This design comes from an exercise in tuning for small area on the open sky130 flow, not from production work.
Only simulation tests tie the RTL to the original design; equivalence was not proved.
Power figures rest on the tool's default switching activity, not on a simulated workload.

==> flow/design.v, too long to show whole: its modules and the start of the top module <==
// module c3_mxi: 3 lines
// module c3_fa: 4 lines
// module c3_ha: 4 lines
// module c3_dot_ua: 1973 lines
// module c3_dot_ub: 1975 lines
// module c3_dot_uf: 1027 lines
// module LeNet_Conv_C3_top: 228 lines
module LeNet_Conv_C3_top#(
	parameter				WD = 3,
	parameter				WW = 8,
	parameter				GP = 6
)(
	input	wire				i_sclk,
	input	wire				i_rstn,
	input	wire				i_vsync,
	input	wire				i_hsync,
	input	wire				i_valid,
	input	wire[WD-1:0]			i_tdata_1,
	input	wire[WD-1:0]			i_tdata_2,
	input	wire[WD-1:0]			i_tdata_3,
	input	wire[WD-1:0]			i_tdata_4,
	input	wire[WD-1:0]			i_tdata_5,
	input	wire[WD-1:0]			i_tdata_6,
	input	wire[GP-1:0]			i_W_en,
	input	wire[WW-1:0]			i_Weight_1,
	input	wire[WW-1:0]			i_Weight_2,
	input	wire[WW-1:0]			i_Weight_3,
	input	wire[WW-1:0]			i_Weight_4,
	input	wire[WW-1:0]			i_Weight_5,
	input	wire[WW-1:0]			i_Weight_6,
	input	wire[4:0]			i_W_addr,
	input	wire signed[WW-1:0]		i_Bias,
	output	wire				o_hsync,
	output	wire				o_valid,
	output	wire				o_tdata
);
  // ...
==> flow/run.sh <==
#!/bin/bash
# synth_recipe.tcl (not shown) runs the flow's synth.tcl, then flattens the netlist and writes it again
# the make line also repeats each setting of config.mk as NAME=value (left out here)
make -C /OpenROAD-flow-scripts/flow DESIGN_CONFIG=/design/flow/config.mk WORK_HOME=/design/flow/orfs CLKGATE_MAP_FILE= SYNTH_SCRIPT=/design/flow/synth_recipe.tcl finish
==> flow/config.mk <==
export PLATFORM = sky130hd
export DESIGN_NAME = LeNet_Conv_C3_top
export DESIGN_NICKNAME = LeNet_Conv_C3_top
export VERILOG_FILES = /design/flow/design.v
export SDC_FILE = /design/flow/constraint.sdc
export NUM_CORES = 4
export LEC_CHECK = 0
export CAP_MARGIN = 20
export CORE_MARGIN = 2
export CORE_UTILIZATION = 55
export PLACE_DENSITY = 0.65
export SLEW_MARGIN = 20
export SYNTH_HIERARCHICAL = 1
==> flow/constraint.sdc <==
create_clock -name core_clock -period 8.0 [get_ports {i_sclk}]
set_input_delay 1.6000 -clock core_clock [delete_from_list [all_inputs] [get_ports {i_sclk}]]
set_output_delay 1.6000 -clock core_clock [all_outputs]
set_load 0.01 [all_outputs]
==> impl_metrics.py, run 1 <==
metrics = {
    "synthesis": {
        "synth_edf_count": 1850,
        "synth_ff_type": "edfxtp_1",
        "synth_compound_area_frac": 0.0220,
        "yosysSeqAreaShare": 0.502,
        "ys_ff_latch": 2111,
        "async_flop_share": 0,
        "netlist_top_cells_area": "edfxtp_1, fa_1, nand2_1, mux2i_1, dfxtp_1",
        "synth_cell_types": 71,
        "yosysTopAreaCellShare": 0.459,
        "synth_top_family_by_area": "adder cells",
    },
    "critical_path": {
        "cp-startpoint": "mk[2]$_SDFF_PP0_",
        "worstSetupPathDepth": 18,
    },
    "finish": {
        "diodes": 15,
        "clk_share": 0.0550,
        "sh_seq_area": 0.453,
        "layout_common_cells": "nand2_1, edfxtp_1, fa_1, mux2i_1, and2_1",
        "area_delta_synth_final_pct": 10.9,
        "buffer_area_frac": 0.0225,
    },
    "global_route": {
        "use_met3": 0.0625,
        "gr-total-overflow": 0,
    },
    "power": {
        "switchingPower_w": 0.0305,
        "top_power_group": "combinational cells",
        "clk-power_w": 0.0104,
    },
    "floorplan": {
        "nWellTaps": 2871,
    },
    "outcome": {
        "status": "timing/DRC/antenna clean",
    },
    "route": {
        "post-route-drc-count": 0,
        "drt-initial-drc-count": 9539,
    },
    "place": {
        "hpwl_um": 355000,
        "gp_congestion": 1.08,
    },
    "clocking": {
        "clk_pin_slew_worst_paths_ps": 60,
        "cts_setup_buffers": 0,
        "cts_tree": "yes",
    },
    "sta": {
        "hold_viol_final": 0,
        "max_freq_mhz": 136,
    },
}
==> inputs of run 2 (changes only) <==
==> flow/config.mk (replaced) <==
export PLATFORM = sky130hd
export DESIGN_NAME = LeNet_Conv_C3_top
export DESIGN_NICKNAME = LeNet_Conv_C3_top
export VERILOG_FILES = /design/flow/design.v
export SDC_FILE = /design/flow/constraint.sdc
export NUM_CORES = 4
export LEC_CHECK = 0
export CAP_MARGIN = 10
export CORE_MARGIN = 2
export CORE_UTILIZATION = 60
export CTS_CLUSTER_SIZE = 20
export PLACE_DENSITY = 0.7
export SLEW_MARGIN = 10
export SYNTH_HIERARCHICAL = 1
==> impl_metrics.py, run 2 <==
metrics = {
    "critical_path": {
        "end_kind": "flip-flop",
        "cp-start-kind": "flip-flop",
        "regToRegEndpoint": "RF1[7]$_DFF_P_",
        "arrival_ps": 8210,
        "path_max_fanout": 54,
        "reg2reg_slack_ps": 550,
        "path_class": "reg -> reg",
        "critPathRequiredTime_ps": 8760,
        "r2r_start": "mk[2]$_SDFF_PP0_",
        "path_cells": "buf_4 > mux4_2 > a221oi_1 > o21ai_1 > nand2_1 > o21ai_0 > and2_1 > fa_1 > fa_1 > fa_1 > fa_1 > fa_1 > fa_1 > fa_1 > fa_1",
        "reg2reg_depth": 15,
        "cpPeakStageDelay_ps": 650,
        "slowest_stage": "buf_4",
        "path_common_cell": "fa_1",
    },
    "global_route": {
        "grt_pass1_wl_um": 579000,
        "grt_max_degree": 118,
        "gr-total-overflow": 0,
        "grt_pass1_vias": 74802,
        "grt_usage": 0.420,
        "antenna_found_initial": 32,
    },
    "finish": {
        "n_fill_cell": 14095,
        "final_nets": 10458,
        "design_area_mm2": 0.133,
        "mostFrequentLayoutCell": "nand2_1",
        "area_delta_synth_final_pct": 10.2,
        "largest-register": "KG.KA.w",
        "largestRegisters": "KG.KA.w (1200), A3 (144), A4G.r (144)",
        "layout-drive-gt1-share": 0.0943,
        "layout_common_cells": "nand2_1, edfxtp_1, fa_1, mux2i_1, and2_1",
        "seqCellArea_mm2": 0.0608,
        "largest_register_ffs": 1200,
        "multi_input_area_mm2": 0.0585,
    },
    "sta": {
        "finalCritPeriodShare": 0.931,
        "hold_viol_final": 0,
        "max_freq_mhz": 134,
        "fin_ws_ps": 549,
        "skew_ps": 60.9,
        "fin_hold_ws_ps": 332,
        "relSlewSlack": 0.126,
        "fin_crit_ps": 7450,
        "setup_viol": 0,
        "tightest_slew_ps": 1300,
        "fin_tns_setup_ps": 0,
        "slew_viol_final": 0,
        "rsz0062_at_grt": "no",
    },
    "floorplan": {
        "num_rows": 164,
        "die_h_um": 453,
        "die_w_um": 453,
        "core_mm2": 0.200,
        "num_io_pins": 93,
        "dieArea_mm2": 0.205,
        "start_util": 0.605,
    },
    "place": {
        "pre_cts_slack_ps": 596,
        "gp_congestion": 1.10,
        "portBuffers": 92,
        "placed_cell_area_mm2": 0.126,
        "hpwl_um": 338000,
    },
    "synthesis": {
        "postSynthAreaPerCell_um2": 14.9,
        "synth_ff_type": "edfxtp_1",
        "synth-warning-count": 7,
        "synth.most_common_cell": "nand2_1",
        "synth_top_area_cell": "edfxtp_1",
        "ys_ff_latch": 2111,
        "yosysSeqAreaShare": 0.502,
        "yosysTopAreaCellShare": 0.459,
        "synth_cell_types": 71,
        "synthCells": 8139,
        "netlist_top_cells_area": "edfxtp_1, fa_1, nand2_1, mux2i_1, dfxtp_1",
        "synth_edf_count": 1850,
        "synthTopCellsByCount": "nand2_1, edfxtp_1, fa_1",
        "async_flop_share": 0,
        "syn_nets": 10140,
        "synth_area_mm2": 0.121,
    },
    "route": {
        "ant_nets": 0,
        "wire_per_inst_um": 37.1,
        "via_per_inst": 6.37,
        "drt-initial-drc-count": 9676,
        "wl_um": 419000,
        "num_vias": 71993,
        "detail_route.first_pass.iterations": 6,
        "post-route-drc-count": 0,
    },
    "clocking": {
        "ctsResizeCount": 0,
        "clock_latency_ps": 880,
        "cts_hold_buf": 0,
        "cts_tree": "yes",
        "h-tree-depth": 4,
        "clockBufferDepth": 3,
        "clock_sinks": 2111,
        "clk_pin_slew_worst_paths_ps": 60,
        "root_buffer": "clkbuf_16",
        "cts_setup_buffers": 0,
        "numCtsBuffers": 212,
    },
    "power": {
        "power_leakage_nw": 45.6,
        "p_per_area_mw_per_mm2": 526,
        "irDropWorstVdd_v": 0.00163,
        "p_total_w": 0.0702,
    },
    "hold_path": {
        "whs_path_depth": 0,
        "min_path_type": "reg -> reg",
        "worstHoldStart": "D6[15]$_DFF_P_",
        "min_to": "D7[15]$_DFF_P_",
    },
    "flow_run": {
        "drv_cap": 0,
    },
    "outcome": {
        "status": "timing/DRC/antenna clean",
    },
}
-- run 2: cell counts after synthesis --
Identical to the previous run, type by type.
-- run 2: per-module statistics from Yosys (local to each module, per instance) --
module             times used  cells  area, um2  flops+latches
LeNet_Conv_C3_top           1   3581      69600           2111
c3_dot_ub                   1    854       3800              0
c3_dot_ua                   1    854       3800              0
c3_dot_uf                   1    467       2180              0
c3_fa                    1774      1       20.0              0
c3_ha                       9      1       12.5              0
c3_mxi                    600      1       10.0              0
-- run 2: metrics by stage --
| stage | utilization | std cells |
|---|---|---|
| after floorplan | - | 8139 |
| after global placement | 0.632 | 10893 |
| after detailed placement | 0.632 | 10893 |
| final | 0.667 | 11310 |
| after global routing | 0.667 | 11297 |
| after CTS | 0.666 | 11290 |
-- run 2: layout make-up --
cell class                 count  share of cell area
timing repair buffer         338              0.0221
inverter                     227             0.00644
tap                         2656              0.0249
clock inverter               119             0.00953
sequential                  2111               0.456
antenna                       14            0.000263
multi-input combinational   5567               0.438
clock buffer                 278              0.0426
-- run 2: logic make-up (layout without fill, tap and decap cells) --
logic type,after synthesis,count (layout),share of synthesized area
AOI/OAI and AO/OA,415,415,0.0220
xor gates and xnor gates,39,39,0.00282
adders and majority gates,1911,1911,0.308
buffers and inverters,461,962,0.0186
DFF,2111,2111,0.502
muxes,691,691,0.0607
other,2,16,0.0000621
and+or+nand+nor,2509,2509,0.0859
-- run 2: worst max path at each step --
| stage | from | to | slack, ps |
|---|---|---|---|
| 2_1_floorplan | s2$_DFF_P_ | RA1[7]$_DFF_P_ | -4650 |
| 3_3_place_gp | i_tdata_5[1] | RF1[7]$_DFF_P_ | 540 |
| 3_5_place_dp | mk[2]$_SDFF_PP0_ | RF1[7]$_DFF_P_ | 600 |
| 4_1_cts | mk[2]$_SDFF_PP0_ | RF1[7]$_DFF_P_ | 580 |
| 5_1_grt | mk[2]$_SDFF_PP0_ | RF1[7]$_DFF_P_ | 320 |
| 6_report | mk[2]$_SDFF_PP0_ | RF1[7]$_DFF_P_ | 550 |
-- run 2: where the power goes --
group          switching [W]  internal, W
logic                 0.0256       0.0197
registers           0.000432       0.0145
clock network        0.00436      0.00556
total                 0.0304       0.0398
-- run 2: metal layers --
| layer | global-route usage | up-vias | share of wire |
|---|---|---|---|
| li1 | - | 28354 | - |
| met2 | 0.651 | 4747 | 0.46 |
| met3 | 0.0746 | 1311 | 0.092 |
| met1 | 0.521 | 37579 | 0.34 |
| met4 | 0.351 | 2 | 0.11 |
| met5 | 0 | - | 0.000029 |
-- run 2: critical path, delay by kind of cell, from the launching register on --
family                   cells  cell delay (ps)
multiplexers                 1              410
AO/OA/AOI/OAI                3             1000
AND/OR/NAND/NOR              2              500
adder cells (fa/ha/maj)      8             4060
buffers and inverters        1              650
flip-flops                   1              620
==> inputs of run 3 (changes only) <==
--- a/flow/config.mk
+++ b/flow/config.mk
@@ -7,8 +7,7 @@
 export LEC_CHECK = 0
 export CAP_MARGIN = 10
 export CORE_MARGIN = 2
-export CORE_UTILIZATION = 60
-export CTS_CLUSTER_SIZE = 20
-export PLACE_DENSITY = 0.7
+export CORE_UTILIZATION = 65
+export PLACE_DENSITY = 0.75
 export SLEW_MARGIN = 10
 export SYNTH_HIERARCHICAL = 1
==> impl_metrics.py, run 3 <==
metrics = {
    "outcome": {
        "status": "timing/DRC/antenna clean",
    },
    "critical_path": {
        "cpPeakStageDelay_ps": 970,
        "slowest_stage": "fa_1",
        "path_common_cell": "fa_1",
        "cp-start-kind": "flip-flop",
        "end_kind": "flip-flop",
        "reg2reg_slack_ps": 470,
        "path_cells": "buf_12 > buf_12 > mux2i_1 > nand2_1 > fa_1 > fa_1 > fa_2 > fa_1 > fa_1 > fa_1 > fa_1 > fa_1 > fa_1 > fa_1",
        "path_class": "reg -> reg",
        "critPathRequiredTime_ps": 8700,
        "arrival_ps": 8230,
        "path_max_fanout": 30,
    },
    "synthesis": {
        "netlist_top_cells_area": "edfxtp_1, fa_1, nand2_1, mux2i_1, dfxtp_1",
        "postSynthAreaPerCell_um2": 14.9,
        "yosysSeqAreaShare": 0.502,
        "async_flop_share": 0,
        "synth_area_mm2": 0.121,
        "ys_ff_latch": 2111,
        "synth_ff_type": "edfxtp_1",
        "synth_top_area_cell": "edfxtp_1",
        "yosysTopAreaCellShare": 0.459,
        "synth_cell_types": 71,
        "synthTopCellsByCount": "nand2_1, edfxtp_1, fa_1",
        "synthCells": 8139,
        "synth-warning-count": 7,
        "syn_nets": 10140,
        "synth_edf_count": 1850,
        "synth.most_common_cell": "nand2_1",
    },
    "global_route": {
        "grt_max_degree": 85,
        "grt_usage": 0.461,
        "antenna_found_initial": 27,
        "grt_pass1_wl_um": 591000,
        "grt_pass1_vias": 77720,
        "gr-total-overflow": 0,
    },
    "flow_run": {
        "drv_cap": 0,
    },
    "place": {
        "placed_cell_area_mm2": 0.126,
        "gp_congestion": 1.09,
        "pre_cts_slack_ps": 516,
        "portBuffers": 92,
        "hpwl_um": 337000,
        "dp.cells": 10718,
    },
    "sta": {
        "max_freq_mhz": 133,
        "tightest_slew_ps": 1300,
        "fin_crit_ps": 7530,
        "hold_viol_final": 0,
        "slew_viol_final": 0,
        "setup_viol": 0,
        "skew_ps": 55.1,
        "rsz0062_at_grt": "no",
        "relSlewSlack": 0.121,
        "finalCritPeriodShare": 0.941,
        "fin_ws_ps": 470,
    },
    "clocking": {
        "clock_sinks": 2111,
        "clock_latency_ps": 880,
        "clk_pin_slew_worst_paths_ps": 70,
        "root_buffer": "clkbuf_16",
        "cts_hold_buf": 0,
        "ctsResizeCount": 0,
        "cts_setup_buffers": 0,
        "numCtsBuffers": 203,
        "cts_tree": "yes",
        "clockBufferDepth": 3,
        "h-tree-depth": 4,
    },
    "finish": {
        "mostFrequentLayoutCell": "nand2_1",
        "final_nets": 10447,
        "layout-drive-gt1-share": 0.0944,
        "design_area_mm2": 0.133,
        "utilization": 0.719,
        "instances_no_fill": 11122,
        "largest_register_ffs": 1200,
        "largest-register": "KG.KA.w",
        "area_delta_synth_final_pct": 10.1,
        "layout_common_cells": "nand2_1, edfxtp_1, fa_1, mux2i_1, and2_1",
        "largestRegisters": "KG.KA.w (1200), A3 (144), A4G.r (144)",
    },
    "route": {
        "wl_um": 427000,
        "post-route-drc-count": 0,
        "via_per_inst": 6.62,
        "num_vias": 73636,
        "ant_nets": 0,
        "detail_route.first_pass.iterations": 7,
        "wire_per_inst_um": 38.4,
        "drt-initial-drc-count": 11203,
    },
    "floorplan": {
        "num_io_pins": 93,
        "dieArea_mm2": 0.190,
        "die_h_um": 436,
        "num_rows": 158,
        "core_mm2": 0.185,
        "die_w_um": 436,
        "start_util": 0.653,
    },
    "power": {
        "p_per_area_mw_per_mm2": 524,
        "power_leakage_nw": 45.6,
        "p_total_w": 0.0699,
        "irDropWorstVdd_v": 0.00200,
    },
    "hold_path": {
        "min_path_type": "reg -> reg",
    },
}
[run 3: cell counts after synthesis]
Identical to the previous run, type by type.
[run 3: area by class of cell]
type | count | area (um2)
Sequential cell | 2111 | 60800
Clock inverter | 126 | 1530
Inverter | 227 | 860
Timing Repair Buffer | 336 | 2950
Fill cell | 11796 | 52000
Antenna cell | 15 | 37.5
Tap cell | 2480 | 3100
Clock buffer | 260 | 5510
Multi-Input combinational cell | 5567 | 58500
[run 3: worst max-delay path, delay by kind of cell, from the launching register on]
kind,cells,cell delay (ps)
adders and majority gates,10,5420
buffers and inverters,2,540
DFF,1,550
muxes,1,600
and+or+nand+nor,1,160
[run 3: final timing paths]
path / startpoint / end / cells after the start
max reg2reg: s2$_DFF_P_ / RA1[6]$_DFF_P_ / 14
min: D6[5]$_DFF_P_ / D7[5]$_DFF_P_ / 0
max: s2$_DFF_P_ / RA1[6]$_DFF_P_ / 14
min reg2reg: D6[5]$_DFF_P_ / D7[5]$_DFF_P_ / 0
[run 3: per-module statistics from Yosys (local to each module, per instance)]
module             times used  area, um2  flops+latches  cells
c3_fa                    1774       20.0              0      1
LeNet_Conv_C3_top           1      69600           2111   3581
c3_ha                       9       12.5              0      1
c3_dot_uf                   1       2180              0    467
c3_dot_ua                   1       3800              0    854
c3_mxi                    600       10.0              0      1
c3_dot_ub                   1       3800              0    854
[run 3: stage by stage]
step	TNS, ps	hold WS (ps)
2_1_floorplan	-274690	323
3_3_place_gp	0	330
3_5_place_dp	0	336
4_1_cts	0	322
5_1_grt	0	331
6_report	0	327
[run 3: cells by family (layout without fill, tap and decap cells)]
logic type,count (synthesis),after routing,synth area share
XOR/XNOR,39,39,0.00282
buffers and inverters,461,949,0.0186
AO/OA/AOI/OAI,415,415,0.0220
multiplexers,691,691,0.0607
AND/OR/NAND/NOR,2509,2509,0.0859
other,2,17,0.0000621
adder cells (fa/ha/maj),1911,1911,0.308
flip-flops,2111,2111,0.502
[run 3: routing by layer]
metal	global-route usage	routed length, um	up-vias	part of all wire
li1	-	-	28324	-
met1	0.537	130000	37886	0.31
met2	0.715	197000	5863	0.46
met3	0.108	47700	1555	0.11
met4	0.422	51100	8	0.12
met5	0	58	-	0.00014
[run 3: where the power goes]
group	internal, W	switching, W
registers	0.0144	0.000467
clock network	0.00571	0.00443
logic	0.0193	0.0256
==> inputs of run 4 (changes only) <==
--- a/flow/config.mk
+++ b/flow/config.mk
@@ -5,9 +5,11 @@
 export SDC_FILE = /design/flow/constraint.sdc
 export NUM_CORES = 4
 export LEC_CHECK = 0
-export CAP_MARGIN = 10
+export CAP_MARGIN = 5
 export CORE_MARGIN = 2
 export CORE_UTILIZATION = 65
+export CTS_CLUSTER_DIAMETER = 150
+export CTS_CLUSTER_SIZE = 20
 export PLACE_DENSITY = 0.75
-export SLEW_MARGIN = 10
+export SLEW_MARGIN = 5
 export SYNTH_HIERARCHICAL = 1
==> impl_metrics.py, run 4 <==
metrics = {
    "sta": {
        "finalCritPeriodShare": 0.923,
        "relSlewSlack": 0.0671,
        "rsz0062_at_grt": "no",
        "hold_viol_final": 0,
        "setup_viol": 0,
        "fin_hold_ws_ps": 355,
        "max_freq_mhz": 135,
        "slew_viol_final": 0,
        "tightest_slew_ps": 1380,
        "fin_crit_ps": 7390,
        "skew_ps": 56.8,
    },
    "place": {
        "portBuffers": 92,
        "gp_congestion": 1.09,
        "hpwl_um": 337000,
        "placed_cell_area_mm2": 0.126,
        "dp.cells": 10717,
    },
    "synthesis": {
        "synth.most_common_cell": "nand2_1",
        "synth_edf_count": 1850,
        "synth_ff_type": "edfxtp_1",
        "synth_top_area_cell": "edfxtp_1",
        "synthCells": 8139,
        "netlist_top_cells_area": "edfxtp_1, fa_1, nand2_1, mux2i_1, dfxtp_1",
        "synth-warning-count": 7,
        "async_flop_share": 0,
        "synth_cell_types": 71,
        "synth_area_mm2": 0.121,
        "syn_nets": 10140,
        "yosysTopAreaCellShare": 0.459,
        "yosysSeqAreaShare": 0.502,
        "ys_ff_latch": 2111,
        "postSynthAreaPerCell_um2": 14.9,
        "synthTopCellsByCount": "nand2_1, edfxtp_1, fa_1",
    },
    "floorplan": {
        "num_rows": 158,
        "num_io_pins": 93,
        "dieArea_mm2": 0.190,
        "core_mm2": 0.185,
        "die_h_um": 436,
        "start_util": 0.653,
        "die_w_um": 436,
    },
    "finish": {
        "mostFrequentLayoutCell": "nand2_1",
        "multi_input_area_mm2": 0.0585,
        "largestRegisters": "KG.KA.w (1200), A3 (144), A4G.r (144)",
        "largest-register": "KG.KA.w",
        "n_fill_cell": 12371,
        "layout-drive-gt1-share": 0.0732,
        "seqCellArea_mm2": 0.0608,
        "design_area_mm2": 0.129,
        "utilization": 0.699,
        "largest_register_ffs": 1200,
        "layout_common_cells": "nand2_1, edfxtp_1, fa_1, mux2i_1, and2_1",
        "instances_no_fill": 10939,
        "area_delta_synth_final_pct": 6.97,
        "final_nets": 10356,
    },
    "critical_path": {
        "critPathRequiredTime_ps": 8650,
        "path_common_cell": "fa_1",
        "slowest_stage": "fa_1",
        "cpPeakStageDelay_ps": 620,
        "path_max_fanout": 55,
        "cp-startpoint": "s2$_DFF_P_",
        "arrival_ps": 8040,
        "path_cells": "buf_12 > buf_12 > mux2i_1 > nand2_1 > fa_1 > fa_1 > fa_1 > fa_1 > fa_1 > fa_1 > fa_1 > fa_1 > fa_1 > fa_1",
        "r2r_start": "s2$_DFF_P_",
        "cp-start-kind": "flip-flop",
        "end_kind": "flip-flop",
        "path_class": "reg -> reg",
    },
    "clocking": {
        "ctsResizeCount": 0,
        "root_buffer": "clkbuf_16",
        "clock_latency_ps": 840,
        "numCtsBuffers": 115,
        "cts_hold_buf": 0,
        "cts_setup_buffers": 0,
        "clock_sinks": 2111,
        "h-tree-depth": 3,
        "clockBufferDepth": 3,
        "clk_pin_slew_worst_paths_ps": 90,
        "cts_tree": "yes",
    },
    "route": {
        "ant_nets": 0,
        "wl_um": 418000,
        "via_per_inst": 6.61,
        "wire_per_inst_um": 38.2,
        "drt-initial-drc-count": 10776,
        "post-route-drc-count": 0,
        "detail_route.first_pass.iterations": 9,
        "num_vias": 72261,
    },
    "global_route": {
        "gr-total-overflow": 0,
        "grt_pass1_wl_um": 579000,
        "grt_max_degree": 85,
        "antenna_found_initial": 24,
        "grt_pass1_vias": 75984,
        "grt_usage": 0.452,
    },
    "hold_path": {
        "worstHoldStart": "D6[9]$_DFF_P_",
        "min_path_type": "reg -> reg",
    },
    "flow_run": {
        "drv_cap": 0,
    },
    "power": {
        "power_leakage_nw": 43.7,
        "p_total_w": 0.0658,
        "p_per_area_mw_per_mm2": 508,
        "irDropWorstVdd_v": 0.00209,
    },
    "outcome": {
        "status": "timing/DRC/antenna clean",
    },
}
run 4: cell type report:
cell class / instances / share of cell area
tap: 2480 / 0.0240
sequential: 2111 / 0.470
multi-input combinational: 5567 / 0.452
clock inverter: 6 / 0.000609
antenna: 25 / 0.000483
clock buffer: 190 / 0.0244
inverter: 227 / 0.00664
timing repair buffer: 333 / 0.0226
run 4: final timing paths:
| kind | end | slack, ps | cells past startpoint |
|---|---|---|---|
| setup / recovery | RA1[6]$_DFF_P_ | 610 | 14 |
| hold / removal | D7[9]$_DFF_P_ | 350 | 0 |
| setup reg to reg | RA1[6]$_DFF_P_ | 610 | 14 |
| hold reg to reg | D7[9]$_DFF_P_ | 350 | 0 |
run 4: report_power, final:
group | switching [W] | total, W | internal [W]
sequential | 0.000452 | 0.0148 | 0.0144
combinational | 0.0254 | 0.0446 | 0.0193
clock | 0.00357 | 0.00628 | 0.00271
total | 0.0294 | 0.0658 | 0.0364
run 4: Yosys stat by module, one instance, submodules excluded:
module	cell area [um2]	cells inside
c3_mxi	10.0	1
LeNet_Conv_C3_top	69600	3581
c3_dot_ua	3800	854
c3_ha	12.5	1
c3_dot_ub	3800	854
c3_fa	20.0	1
c3_dot_uf	2180	467
run 4: per-stage QoR:
| stage | worst slack, ps | TNS, ps |
|---|---|---|
| floorplan | -4650 | -274690 |
| detailed placement | 537 | 0 |
| global route | 504 | 0 |
| CTS | 661 | 0 |
| global placement | 555 | 0 |
| finish | 613 | 0 |
run 4: logic make-up after synthesis:
kind of cell	share of synthesized area
simple gates	0.0859
flops	0.502
fa+ha+maj	0.308
mux	0.0607
buf+inv	0.0186
compound gates	0.0220
xor+xnor	0.00282
other cells	0.0000621
run 4: metal layers:
| layer | GRT usage | part of all wire | up-vias |
|---|---|---|---|
| li1 | - | - | 28020 |
| met1 | 0.538 | 0.31 | 37311 |
| met2 | 0.700 | 0.46 | 5499 |
| met3 | 0.0939 | 0.11 | 1427 |
| met4 | 0.410 | 0.12 | 4 |
| met5 | 0 | 0.000062 | - |
run 4: worst max-delay path, delay by kind of cell (launching register included):
| family | cells | cell delay [ps] |
|---|---|---|
| simple gates | 1 | 180 |
| fa+ha+maj | 10 | 5260 |
| mux | 1 | 490 |
| flops | 1 | 570 |
| buf+inv | 2 | 650 |
==> inputs of run 5 (changes only) <==
--- a/flow/config.mk
+++ b/flow/config.mk
@@ -9,7 +9,7 @@
 export CORE_MARGIN = 2
 export CORE_UTILIZATION = 65
 export CTS_CLUSTER_DIAMETER = 150
-export CTS_CLUSTER_SIZE = 20
+export CTS_CLUSTER_SIZE = 24
 export PLACE_DENSITY = 0.75
 export SLEW_MARGIN = 5
 export SYNTH_HIERARCHICAL = 1
==> impl_metrics.py, run 5 <==
metrics = {
    "clocking": {
        "h-tree-depth": 3,
        "clock_latency_ps": 820,
        "clock_sinks": 2111,
        "cts_tree": "yes",
        "cts_setup_buffers": 0,
        "clk_pin_slew_worst_paths_ps": 100,
        "clockBufferDepth": 3,
        "ctsResizeCount": 0,
        "cts_hold_buf": 0,
        "numCtsBuffers": 98,
        "root_buffer": "clkbuf_16",
    },
    "sta": {
        "hold_viol_final": 0,
        "rsz0062_at_grt": "no",
        "fin_crit_ps": 7460,
        "finalCritPeriodShare": 0.932,
        "setup_viol": 0,
        "relSlewSlack": 0.0930,
        "tightest_slew_ps": 1350,
        "max_freq_mhz": 134,
        "skew_ps": 57.7,
        "slew_viol_final": 0,
    },
    "critical_path": {
        "reg2reg_depth": 14,
        "cp-startpoint": "s2$_DFF_P_",
        "r2r_start": "s2$_DFF_P_",
        "end_kind": "flip-flop",
        "regToRegEndpoint": "RA2[10]$_DFF_P_",
        "crit_buf_inv": 2,
        "slowest_stage": "fa_1",
        "path_common_cell": "fa_1",
        "worstSetupPathDepth": 14,
        "path_max_fanout": 42,
        "cp_top_family": "adder cells",
        "cp-start-kind": "flip-flop",
        "reg2reg_slack_ps": 540,
        "arrival_ps": 8070,
        "path_cells": "buf_12 > buf_12 > mux2i_1 > nand2_1 > fa_1 > fa_1 > fa_2 > fa_1 > fa_2 > fa_1 > fa_2 > fa_1 > fa_1 > fa_1",
        "critPathCapture": "RA2[10]$_DFF_P_",
        "path_class": "reg -> reg",
        "cpPeakStageDelay_ps": 890,
        "critPathRequiredTime_ps": 8610,
    },
    "place": {
        "hpwl_um": 337000,
        "placed_cell_area_mm2": 0.126,
        "portBuffers": 92,
        "gp_congestion": 1.09,
    },
    "power": {
        "irDropWorstVdd_v": 0.00209,
        "pwr-share-comb": 0.684,
        "intPower_w": 0.0361,
        "switchingPower_w": 0.0293,
        "p_per_area_mw_per_mm2": 507,
        "switching_share": 0.448,
        "pwr-share-clk": 0.089,
        "power_frac_seq": 0.227,
        "power_leakage_nw": 43.6,
    },
    "flow_run": {
        "drv_cap": 0,
    },
    "route": {
        "ant_nets": 0,
        "wire_per_inst_um": 38.1,
        "wl_um": 415000,
        "detail_route.first_pass.iterations": 10,
        "drt-initial-drc-count": 10547,
        "post-route-drc-count": 0,
        "num_vias": 71837,
        "via_per_inst": 6.59,
    },
    "synthesis": {
        "netlist_top_cells_area": "edfxtp_1, fa_1, nand2_1, mux2i_1, dfxtp_1",
        "async_flop_share": 0,
        "postSynthAreaPerCell_um2": 14.9,
        "synth_ff_type": "edfxtp_1",
        "synth_area_mm2": 0.121,
        "yosysSeqAreaShare": 0.502,
        "synth.most_common_cell": "nand2_1",
        "synth_edf_count": 1850,
        "synthTopCellsByCount": "nand2_1, edfxtp_1, fa_1",
        "synth_cell_types": 71,
        "synth_top_area_cell": "edfxtp_1",
        "syn_nets": 10140,
        "yosysTopAreaCellShare": 0.459,
        "synthCells": 8139,
        "ys_ff_latch": 2111,
        "synth-warning-count": 7,
    },
    "global_route": {
        "grt_pass1_wl_um": 575000,
        "grt_usage": 0.449,
        "antenna_found_initial": 26,
        "gr-total-overflow": 0,
        "grt_pass1_vias": 75610,
        "grt_max_degree": 85,
    },
    "finish": {
        "largestRegisters": "KG.KA.w (1200), A3 (144), A4G.r (144)",
        "seqCellArea_mm2": 0.0608,
        "mostFrequentLayoutCell": "nand2_1",
        "area_delta_synth_final_pct": 6.66,
        "utilization": 0.697,
        "final_nets": 10340,
        "largest_register_ffs": 1200,
        "layout_common_cells": "nand2_1, edfxtp_1, fa_1, mux2i_1, and2_1",
        "largest-register": "KG.KA.w",
        "n_fill_cell": 12423,
        "multi_input_area_mm2": 0.0585,
        "layout-drive-gt1-share": 0.0719,
        "design_area_mm2": 0.129,
    },
    "floorplan": {
        "num_rows": 158,
        "start_util": 0.653,
        "die_w_um": 436,
        "core_mm2": 0.185,
        "num_io_pins": 93,
        "dieArea_mm2": 0.190,
        "die_h_um": 436,
    },
    "outcome": {
        "status": "timing/DRC/antenna clean",
    },
    "hold_path": {
        "whs_path_depth": 0,
        "min_path_type": "reg -> reg",
    },
}
-- run 5: cell counts after synthesis --
Identical to the previous run, type by type.
-- run 5: modules after synthesis, one instance, submodules excluded --
module | flops+latches | times used
LeNet_Conv_C3_top | 2111 | 1
c3_dot_ub | 0 | 1
c3_dot_ua | 0 | 1
c3_mxi | 0 | 600
c3_fa | 0 | 1774
c3_dot_uf | 0 | 1
c3_ha | 0 | 9
-- run 5: worst min path at each step --
stage / slack [ps] / from / end
after floorplan: 320 / cab[2]$_DFFE_PP_ / wix[2]$_DFF_P_
after global placement: 330 / cab[2]$_DFFE_PP_ / wix[2]$_DFF_P_
after detailed placement: 340 / D5[11]$_DFF_P_ / D6[11]$_DFF_P_
after CTS: 350 / D6[9]$_DFF_P_ / D7[9]$_DFF_P_
after global routing: 360 / cab[2]$_DFFE_PP_ / wix[2]$_DFF_P_
final: 350 / cab[2]$_DFFE_PP_ / wix[2]$_DFF_P_
-- run 5: cell families (layout without fill, tap and decap cells) --
kind of cell	Yosys count	in the layout	synth area share
adder cells (fa/ha/maj)	1911	1911	0.308
AO/OA/AOI/OAI	415	415	0.0220
buffers and inverters	461	731	0.0186
AND/OR/NAND/NOR	2509	2509	0.0859
XOR/XNOR	39	39	0.00282
multiplexers	691	691	0.0607
flip-flops	2111	2111	0.502
other	2	15	0.0000621
-- run 5: stage by stage --
stage	hold WS, ps	power (W)	worst slack [ps]	cells	setup TNS [ps]
after floorplan	323	0.0592	-4650	8139	-274690
after global placement	330	0.0587	555	10716	0
after detailed placement	336	0.0595	537	10717	0
after CTS	353	0.0655	651	10887	0
after global routing	358	0.0696	511	10891	0
final	351	0.0654	544	10902	0
-- run 5: area by class of cell --
cell class	count	area share
antenna	13	0.000252
clock buffer	164	0.0216
clock inverter	6	0.000717
inverter	227	0.00666
multi-input combinational	5567	0.453
sequential	2111	0.471
tap	2480	0.0240
timing repair buffer	334	0.0227
-- run 5: per-layer routing --
layer | vias to the layer above | global-route usage | routed length, um
met5 | - | 0 | 45
li1 | 27979 | - | -
met3 | 1354 | 0.0918 | 43800
met2 | 5419 | 0.695 | 192000
met1 | 37079 | 0.533 | 129000
met4 | 6 | 0.413 | 50400
-- run 5: power by group through the flow --
| stage | Sequential [W] | Clock, W | Combinational (W) |
|---|---|---|---|
| after detailed placement | 0.0151 | 0 | 0.0444 |
| after floorplan | 0.0152 | 0 | 0.0441 |
| after CTS | 0.0148 | 0.00582 | 0.0448 |
| after global placement | 0.0151 | 0 | 0.0436 |
| after global routing | 0.0149 | 0.00615 | 0.0486 |
| final | 0.0148 | 0.00586 | 0.0447 |
==> inputs of run 6 (changes only) <==
==> flow/config.mk (replaced) <==
export PLATFORM = sky130hd
export DESIGN_NAME = LeNet_Conv_C3_top
export DESIGN_NICKNAME = LeNet_Conv_C3_top
export VERILOG_FILES = /design/flow/design.v
export SDC_FILE = /design/flow/constraint.sdc
export NUM_CORES = 4
export LEC_CHECK = 0
export CAP_MARGIN = 10
export CORE_MARGIN = 2
export CORE_UTILIZATION = 60
export CTS_CLUSTER_DIAMETER = 150
export CTS_CLUSTER_SIZE = 16
export PLACE_DENSITY = 0.7
export SLEW_MARGIN = 10
export SYNTH_HIERARCHICAL = 1
==> impl_metrics.py, run 6 <==
metrics = {
    "outcome": {
        "status": "timing/DRC/antenna clean",
    },
    "critical_path": {
        "cp_top_family": "adder cells",
        "path_common_cell": "fa_1",
        "cpPeakStageDelay_ps": 650,
        "slowest_stage": "buf_4",
        "path_class": "reg -> reg",
        "arrival_ps": 8230,
        "end_kind": "flip-flop",
        "path_max_fanout": 54,
        "critPathRequiredTime_ps": 8740,
        "cp-start-kind": "flip-flop",
        "crit_buf_inv": 1,
        "path_cells": "buf_4 > mux4_2 > a221oi_1 > o21ai_1 > nand2_1 > o21ai_0 > and2_1 > fa_1 > fa_1 > fa_1 > fa_1 > fa_1 > fa_1 > fa_1 > fa_1",
    },
    "floorplan": {
        "num_io_pins": 93,
        "start_util": 0.605,
        "core_mm2": 0.200,
        "die_h_um": 453,
        "num_rows": 164,
        "dieArea_mm2": 0.205,
        "die_w_um": 453,
    },
    "global_route": {
        "grt_pass1_vias": 74217,
        "grt_pass1_wl_um": 577000,
        "antenna_found_initial": 31,
        "grt_usage": 0.420,
        "grt_max_degree": 118,
        "gr-total-overflow": 0,
    },
    "sta": {
        "fin_hold_ws_ps": 331,
        "max_freq_mhz": 133,
        "rsz0062_at_grt": "no",
        "tightest_slew_ps": 1320,
        "fin_tns_setup_ps": 0,
        "finalCritPeriodShare": 0.936,
        "relSlewSlack": 0.108,
        "slew_viol_final": 0,
        "skew_ps": 44.0,
        "hold_viol_final": 0,
        "fin_crit_ps": 7490,
        "setup_viol": 0,
    },
    "clocking": {
        "clk_pin_slew_worst_paths_ps": 80,
        "cts_tree": "yes",
        "cts_hold_buf": 0,
        "clock_latency_ps": 870,
        "clockBufferDepth": 3,
        "clock_sinks": 2111,
        "root_buffer": "clkbuf_16",
        "ctsResizeCount": 0,
        "numCtsBuffers": 150,
        "h-tree-depth": 4,
        "cts_setup_buffers": 0,
    },
    "synthesis": {
        "synth_ff_type": "edfxtp_1",
        "netlist_top_cells_area": "edfxtp_1, fa_1, nand2_1, mux2i_1, dfxtp_1",
        "synth_area_mm2": 0.121,
        "synth_edf_count": 1850,
        "syn_nets": 10140,
        "synthCells": 8139,
        "yosysTopAreaCellShare": 0.459,
        "synth_top_area_cell": "edfxtp_1",
        "yosysSeqAreaShare": 0.502,
        "synth.most_common_cell": "nand2_1",
        "ys_ff_latch": 2111,
        "synthTopCellsByCount": "nand2_1, edfxtp_1, fa_1",
        "synth_cell_types": 71,
        "synth-warning-count": 7,
        "async_flop_share": 0,
        "postSynthAreaPerCell_um2": 14.9,
    },
    "finish": {
        "seqCellArea_mm2": 0.0608,
        "layout_common_cells": "nand2_1, edfxtp_1, fa_1, mux2i_1, and2_1",
        "multi_input_area_mm2": 0.0585,
        "layout-drive-gt1-share": 0.0791,
        "largest-register": "KG.KA.w",
        "largestRegisters": "KG.KA.w (1200), A3 (144), A4G.r (144)",
        "mostFrequentLayoutCell": "nand2_1",
        "largest_register_ffs": 1200,
        "final_nets": 10397,
        "n_fill_cell": 14397,
        "area_delta_synth_final_pct": 8.17,
        "utilization": 0.654,
    },
    "flow_run": {
        "drv_cap": 0,
    },
    "route": {
        "drt-initial-drc-count": 9724,
        "post-route-drc-count": 0,
        "detail_route.first_pass.iterations": 9,
        "ant_nets": 0,
        "wl_um": 418000,
        "wire_per_inst_um": 37.4,
        "via_per_inst": 6.39,
        "num_vias": 71377,
    },
    "power": {
        "power_leakage_nw": 44.3,
        "irDropWorstVdd_v": 0.00163,
        "p_per_area_mw_per_mm2": 518,
    },
    "place": {
        "gp_congestion": 1.10,
        "hpwl_um": 338000,
        "portBuffers": 92,
    },
    "hold_path": {
        "min_path_type": "reg -> reg",
    },
}
-- run 6: cell counts after synthesis --
No cell type changed its count.
-- run 6: power breakdown --
group	internal [W]	switching, W	total (W)	leakage, nW
sequential	0.0145	0.000437	0.0149	20.0
combinational	0.0198	0.0257	0.0454	22.2
clock	0.00356	0.00389	0.00745	2.10
-- run 6: layout make-up --
cell class                      count  area share
Sequential cell                  2111       0.464
Multi-Input combinational cell   5567       0.447
Clock buffer                      231      0.0310
Tap cell                         2656      0.0254
Timing Repair Buffer              339      0.0224
Inverter                          227     0.00657
Clock inverter                     17     0.00296
Antenna cell                       25    0.000478
-- run 6: cell families (layout without fill, tap and decap cells) --
| kind of cell | count (synthesis) | after routing | share of synthesized area |
|---|---|---|---|
| other cells | 2 | 27 | 0.0000621 |
| simple gates | 2509 | 2509 | 0.0859 |
| flops | 2111 | 2111 | 0.502 |
| compound gates | 415 | 415 | 0.0220 |
| fa+ha+maj | 1911 | 1911 | 0.308 |
| mux | 691 | 691 | 0.0607 |
| buf+inv | 461 | 814 | 0.0186 |
| xor+xnor | 39 | 39 | 0.00282 |
-- run 6: path summary, 6_finish.rpt --
kind                          from             end  slack (ps)  cells past startpoint
hold / removal       D6[9]$_DFF_P_   D7[9]$_DFF_P_         330                      0
setup / recovery  mk[2]$_SDFF_PP0_  RF1[7]$_DFF_P_         510                     15
setup reg to reg  mk[2]$_SDFF_PP0_  RF1[7]$_DFF_P_         510                     15
hold reg to reg      D6[9]$_DFF_P_   D7[9]$_DFF_P_         330                      0
-- run 6: worst register-to-register path, cell delays in order, from the launching register on --
cell and delay (ps):
dfxtp_4 620, buf_4 670, mux4_2 520, a221oi_1 420, o21ai_1 160, nand2_1 140, o21ai_0 430, and2_1 370
fa_1 560, fa_1 590, fa_1 450, fa_1 520, fa_1 460, fa_1 570, fa_1 440, fa_1 450
-- run 6: routing by layer --
metal	global-route usage	vias to the layer above	share of wire
met2	0.648	4730	0.46
met1	0.522	37278	0.34
li1	-	28141	-
met5	0	-	0.000062
met3	0.0725	1224	0.091
met4	0.355	4	0.11
-- run 6: Yosys stat by module, one instance, submodules excluded --
module,flops+latches,cell area (um2)
LeNet_Conv_C3_top,2111,69600
c3_dot_ub,0,3800
c3_dot_ua,0,3800
c3_dot_uf,0,2180
c3_fa,0,20.0
c3_ha,0,12.5
c3_mxi,0,10.0
-- run 6: stage by stage --
step / instances / instance area (um2) / power (W) / setup slack [ps]
floorplan: 8139 / 121000 / 0.0592 / -4650
global placement: 10893 / 126000 / 0.0597 / 540
detailed placement: 10893 / 126000 / 0.0602 / 596
CTS: 11141 / 131000 / 0.0679 / 567
global route: 11152 / 131000 / 0.0718 / 304
finish: 11173 / 131000 / 0.0678 / 508

-- port drivers added, routing unchanged --
Ports are ideal in the flow. The routed layouts listed here were re-timed in OpenROAD. Step 1: set_driving_cell puts a clkbuf_16 on i_sclk and a buf_2 on each other input, an assumption about the parent block. Step 2 adds t to the input delays and takes it off the output delays; t is the mean of the earliest and latest rising clock arrival at the registers after step 1. Input paths then give back, and output paths get back, about the clock's delay inside the block. Slacks: ideal ports / drivers / drivers and shift; pairs: ideal ports / drivers.
| run | t, ns | slack for setup (ns) | worst setup path after step 2 | slew at the worst register clock pin (ns) | worst slew at a driven data input, ns |
|---|---|---|---|---|---|
| run 1 | 0.991 | 0.644 / 0.644 / 0.416 | input to register | 0.08 / 0.08 | 0.13 |
| run 2 | 0.952 | 0.549 / 0.549 / 0.520 | input to register | 0.07 / 0.07 | 0.08 |
| run 3 | 0.953 | 0.470 / 0.470 / 0.363 | input to register | 0.08 / 0.08 | 0.10 |
| run 4 | 0.911 | 0.613 / 0.613 / 0.478 | input to register | 0.11 / 0.11 | 0.11 |
| run 5 | 0.887 | 0.544 / 0.544 / 0.476 | input to register | 0.12 / 0.12 | 0.11 |
| run 6 | 0.949 | 0.508 / 0.508 / 0.485 | input to register | 0.10 / 0.10 | 0.08 |
After both steps setup and hold are still met in every run listed. The setup slack of run 1, which loses most, moves by 0.000 ns with the drivers and by -0.228 ns with both steps.
